This is an optimization exercise on Yosys and OpenROAD, whose aim is small area and a short achievable clock period, not a production implementation.
RTL that was checked went through simulation tests only; none was proved equivalent to the original.

==> run a: inputs <==
Design FIR1, start of the top module:
module FIR1 (X, clk, Y, reset);
  input  [13:0] X;
  input         clk;
  output [13:0] Y;
  input         reset;
  reg [13:0] d1;
  reg [13:0] d2;
  reg [13:0] d3;
  reg [13:0] d4;
  reg [13:0] d5;
  reg [13:0] d6;
  reg [13:0] d7;
  reg [13:0] d8;
  reg [13:0] d9;
  reg [13:0] d10;
  reg [13:0] d11;
  reg [13:0] d12;
  reg [13:0] d13;
  reg [13:0] d14;
  reg [13:0] d15;
  reg [13:0] d16;
  reg [13:0] d17;
  reg [13:0] d18;
  reg [13:0] d19;
  reg [13:0] d20;
  reg [14:0] q2_0;
  reg [14:0] q2_2;
  reg [14:0] q2_3;
  reg [29:0] r2a;
  reg [28:0] r2b;
  reg [27:0] r1;
  reg [13:0] Y;
  wire s1 = d4[0] ^ d14[0];
  wire c2 = d4[0] | d14[0];
  wire s3 = d4[1] ^ d14[1];
  wire c4 = d4[1] | d14[1];
  wire s5, c6;
  FIR1_fa us5 (q2_3[6], q2_3[0], d20[9], s5, c6);
  wire s7, c8;
  FIR1_ha us7 (d18[9], d18[7], s7, c8);
  wire s9, c10;
  FIR1_fa us9 (d4[2], d14[2], q2_3[7], s9, c10);
  wire s11, c12;
  FIR1_fa us11 (q2_3[1], d20[10], d18[10], s11, c12);
  wire s13, c14;
  FIR1_fa us13 (q2_0[12], q2_0[8], q2_0[6], s13, c14);
  wire s15, c16;
  FIR1_fa us15 (d4[3], d14[3], q2_3[8], s15, c16);
  wire s17, c18;
  FIR1_fa us17 (q2_3[2], q2_3[0], d20[11], s17, c18);
  wire s19, c20;
  FIR1_fa us19 (d18[11], d18[9], d18[7], s19, c20);
  wire s21 = q2_0[13] ^ q2_0[9];
  wire c22 = q2_0[13] | q2_0[9];
  wire s23, c24;
  FIR1_fa us23 (q2_0[14], d4[4], d14[4], s23, c24);
  wire s25, c26;
  FIR1_fa us25 (q2_2[14], q2_3[9], q2_3[3], s25, c26);
  wire s27, c28;
  FIR1_fa us27 (q2_3[1], d9[0], d20[12], s27, c28);
  wire s29, c30;
  FIR1_fa us29 (d18[12], d18[10], d18[8], s29, c30);
  wire s31 = q2_0[10] ^ q2_0[8];
  wire c32 = q2_0[10] | q2_0[8];
  wire s33, c34;
  FIR1_fa us33 (d4[5], d14[5], q2_3[14], s33, c34);
  wire s35, c36;
  FIR1_fa us35 (q2_3[10], q2_3[4], q2_3[2], s35, c36);
  ...
export LEC_CHECK = 0
export CAP_MARGIN = 20
export CORE_MARGIN = 2
export CORE_UTILIZATION = 40
export CTS_CLUSTER_DIAMETER = 150
export CTS_CLUSTER_SIZE = 20
export SLEW_MARGIN = 20
export SYNTH_HIERARCHICAL = 1
export SYNTH_MINIMUM_KEEP_SIZE = 0
export TNS_END_PERCENT = 10
create_clock -name core_clock -period 10.0 [get_ports {clk}]
standard.sh (not shown) runs the stock make flow with config.mk's settings and CLKGATE_MAP_FILE= SYNTH_SCRIPT=/design/flow/synth_recipe.tcl, a recipe that flattens the netlist after the stock synthesis.
==> flow/flow/run.sh <==
#!/bin/bash
set -euo pipefail
bash standard.sh SETUP_SLACK_MARGIN=6.2 finish > standard_run.log 2>&1
==> run b (differences from run a) <==
==> flow/flow/run.sh (replaced) <==
#!/bin/bash
set -euo pipefail
bash standard.sh SETUP_SLACK_MARGIN=6.0 finish > standard_run.log 2>&1
ABC_AREA = 1   (was default)
TNS_END_PERCENT = default   (was 10)
==> run c (differences from run a) <==
==> flow/flow/run.sh (replaced) <==
#!/bin/bash
set -euo pipefail
bash standard.sh SETUP_SLACK_MARGIN=6.3 finish > standard_run.log 2>&1
CORE_UTILIZATION = 55   (was 40)
CTS_CLUSTER_DIAMETER = default   (was 150)
CTS_CLUSTER_SIZE = default   (was 20)
PLACE_DENSITY = 0.7   (was default)
TNS_END_PERCENT = default   (was 10)
==> summary of the runs <==
Run b passed the timing, design-rule and antenna checks. Run a went through all stages and came out clean. Run c completed with no timing, DRC or antenna violations.
In run a the clock-buffer cell count is lower than in run c, by 17.
Final cell count: run a is smaller than run b (about 23%).
The lowest clock skew belongs to run c, the highest to run b.
Between run c and run b, the lower global-route usage is in run b (gap 5.4 points).
Between run b and run a, the lower register-to-register slack is in run a (gap 40 ps).
Against run a, the area after synthesis of run b is higher by 9.1%.
==> figures <==
Critical path launch point type: run b flop; run c primary input; run a flop
Met3 Track Usage GR: run b 0.0285; run c 0.0417; run a 0.0302
Startpoint of the worst setup timing path: run b q2_0[8]; run c X[7]; run a q2_3[14]
Number of standard cells in the layout, taps in and fillers out: run b 3,159; run c 2,254; run a 2,430
Synth Net Count: run b 2,691; run c 2,039; run a 2,039
Most instantiated library cell after synthesis: run b sky130_fd_sc_hd__inv_1; run c sky130_fd_sc_hd__dfrtp_1; run a sky130_fd_sc_hd__dfrtp_1
Outcome: run b complete, no violations; run c complete, no violations; run a complete, no violations
Slew of the pin with the lowest slew margin: run b 970 ps; run c 920 ps; run a 863 ps
Final period util: run b 0.395; run c 0.402; run a 0.399
Bufs w/o clock: run b 75; run c 97; run a 86
DR top layer: run b met5; run c met4; run a met4
Global-route track usage on met2: run b 0.324; run c 0.428; run a 0.294
H-tree depth: run b 1; run c 2; run a 1
Place WS: run b 5360 ps; run c 4880 ps; run a 4800 ps


==> 06-14: inputs <==
Another version of the RTL of FIR1 (not shown whole).
clock: 10.0 ns
lec_check: 0
cap_margin: 20
core_margin: 2
core_utilization: 40
slew_margin: 20
synth_hierarchical: 1
synth_minimum_keep_size: 0
==> flow/flow/run.sh <==
#!/bin/bash
set -euo pipefail
bash standard.sh SETUP_SLACK_MARGIN=6.0 finish > standard_run.log 2>&1
==> inputs of 09-05, as changes to 06-14 <==
==> flow/flow/run.sh (replaced) <==
#!/bin/bash
set -euo pipefail
bash standard.sh SETUP_SLACK_MARGIN=6.6 finish > standard_run.log 2>&1
- CTS_CLUSTER_DIAMETER: not set -> 150
- CTS_CLUSTER_SIZE: not set -> 20
==> summary.txt <==
routed length on met2: 25.08 mm
Buf+Inv Stages, Crit Path: 0
Non-clock buffering overhead: 3.121%
outcome: timing/DRC/antenna clean
largest net degree at the start of global routing: 191
sequential cell area share: 41.70%
first-pass GRT wire length: 77.79 mm
# the run above: 06-14

==> summary.txt <==
largest net degree at the start of global routing: 172
first-pass GRT wire length: 78.50 mm
routed length on met2: 25.63 mm
sequential cell area share: 41.65%
outcome: timing/DRC/antenna clean
Non-clock buffering overhead: 4.603%
Buf+Inv Stages, Crit Path: 2
# the run above: 09-05

No functional check of the RTL was part of any run of this note.


==> job 1622: inputs <==
FIR1, a different RTL version from the one above (not shown whole).
export LEC_CHECK = 0
export ABC_AREA = 1
export CAP_MARGIN = 20
export CORE_MARGIN = 2
export CORE_UTILIZATION = 40
export SLEW_MARGIN = 20
create_clock -name core_clock -period 10.0 [get_ports {clk}]
==> flow/flow/run.sh <==
#!/bin/bash
set -euo pipefail
bash standard.sh SETUP_SLACK_MARGIN=6.3 finish > standard_run.log 2>&1
==> job 6924: changes against job 1622 <==
ABC_AREA = unset   (was 1)
==> run notes <==
|  | job 6924 | job 1622 |
|---|---|---|
| Run status | finished clean | finished clean |
| Synthesized Nets | 2508 | 3170 |
| Max-Slew Margin vs Limit | 36.2% | 36.4% |
| Routed length per placed instance | 18.8 um | 19.0 um |
| Vias per Instance | 4.65 | 4.66 |
| Met1 Use GR | 24.8% | 27.7% |
| Topmost layer with routed signal wires | met4 | met5 |
| Hold Path Origin | d13[3] | d2[0] |
| Final weighted congestion in routability-driven placement | 0.946 | 0.888 |
| N_diodes | 0 | 1 |
| Layout buffer count excluding clock buffers | 104 | 95 |
| Number of nets at the end of the flow | 2655 | 3318 |
| Mux cell area share after synthesis | 0.0398% | 0% |
| Portion of the layout cell area used by non-clock buffers | 3.33% | 2.52% |
| Register-to-Register Setup Slack | 6.05 ns | 5.97 ns |
| X dimension of the die | 255 um | 265 um |
| Synthesis-to-finish area growth | 17.1% | 15.4% |
| Number of tap cells inserted | 837 | 873 |
No functional check of the RTL was part of any run of this note.


==> v19 <==
Another version of the RTL of FIR1 (not shown whole).
==> flow/config.mk <==
export PLATFORM = sky130hd
export DESIGN_NAME = FIR1
export DESIGN_NICKNAME = FIR1
export VERILOG_FILES = /design/flow/design.v
export SDC_FILE = /design/flow/constraint.sdc
export NUM_CORES = 4
export LEC_CHECK = 0
export ABC_AREA = 1
export CAP_MARGIN = 20
export CORE_MARGIN = 2
export CORE_UTILIZATION = 40
export CTS_CLUSTER_DIAMETER = 150
export CTS_CLUSTER_SIZE = 26
export SLEW_MARGIN = 20
export SYNTH_HIERARCHICAL = 1
export SYNTH_MINIMUM_KEEP_SIZE = 0
==> flow/constraint.sdc <==
create_clock -name core_clock -period 10.0 [get_ports {clk}]
set_input_delay 2.0000 -clock core_clock [delete_from_list [all_inputs] [get_ports {clk}]]
set_output_delay 2.0000 -clock core_clock [all_outputs]
set_load 0.01 [all_outputs]
==> flow/flow/run.sh <==
#!/bin/bash
set -euo pipefail
bash standard.sh SETUP_SLACK_MARGIN=6.3 "BUFFER_PORTS_ARGS=-buffer_cell sky130_fd_sc_hd__buf_4" finish > standard_run.log 2>&1
==> v13 (differences from v19) <==
CTS_CLUSTER_SIZE = 20   (was 26)
==> notes <==
v13 passed the timing, design-rule and antenna checks. v19 passed the timing, design-rule and antenna checks.
Between v19 and v13, the lower cell count is in v19 (gap about 0.27%, measured against v13).
Sequential share of layout area: v13 is lower than v19 (0.20 points).
In v19 the first-iteration DRC count is higher than in v13, by about 11%.
In global-route usage, v19 and v13 hardly differ.
Of v13 and v19, v19 has the higher clock skew (gap 0.0047 ns).
Of v13 and v19, v13 has the higher fmax (gap 0.58%, measured against v19).
In area after synthesis, v19 and v13 do not differ.
No run of this note included a check of the RTL's function; only the layout flow was run.

## afterwards: timing with drivers on the ports
The results above use ideal ports. As a check the final layouts listed here were re-extracted and re-timed, cells and wires unchanged.
Step 1, drivers: a clkbuf_16 drives clk and a buf_2 each remaining input, both assumed.
Step 2 times the ports against the registers' clock, not the clock port: input delays grow and output delays shrink by t, the midpoint of the rising clock arrivals with the driver on.
Three values: ideal, step 1, step 2; two values: the first two.
| run | t, ns | setup WS [ns] | latest minus earliest clock arrival (ns) |
|---|---|---|---|
| run a | 0.611 | 6.010 / 6.010 / 5.449 | 0.025 / 0.025 |
| run b | 0.641 | 6.050 / 6.050 / 5.568 | 0.035 / 0.035 |
| run c | 0.626 | 5.977 / 5.988 / 5.362 | 0.019 / 0.020 |
| 06-14 | 0.625 | 5.755 / 5.755 / 5.488 | 0.016 / 0.017 |
| 09-05 | 0.617 | 5.726 / 5.726 / 5.698 | 0.015 / 0.015 |
| job 1622 | 0.658 | 5.971 / 5.971 / 5.850 | 0.015 / 0.016 |
| job 6924 | 0.642 | 6.052 / 6.052 / 5.484 | 0.032 / 0.032 |
| v19 | 0.624 | 6.371 / 6.371 / 6.081 | 0.038 / 0.038 |
| v13 | 0.647 | 6.391 / 6.391 / 6.076 | 0.032 / 0.032 |
After both steps setup and hold are still met in every run listed. For run c, which loses most, drivers alone change the setup slack by +0.011 ns; drivers and shift together by -0.615 ns.
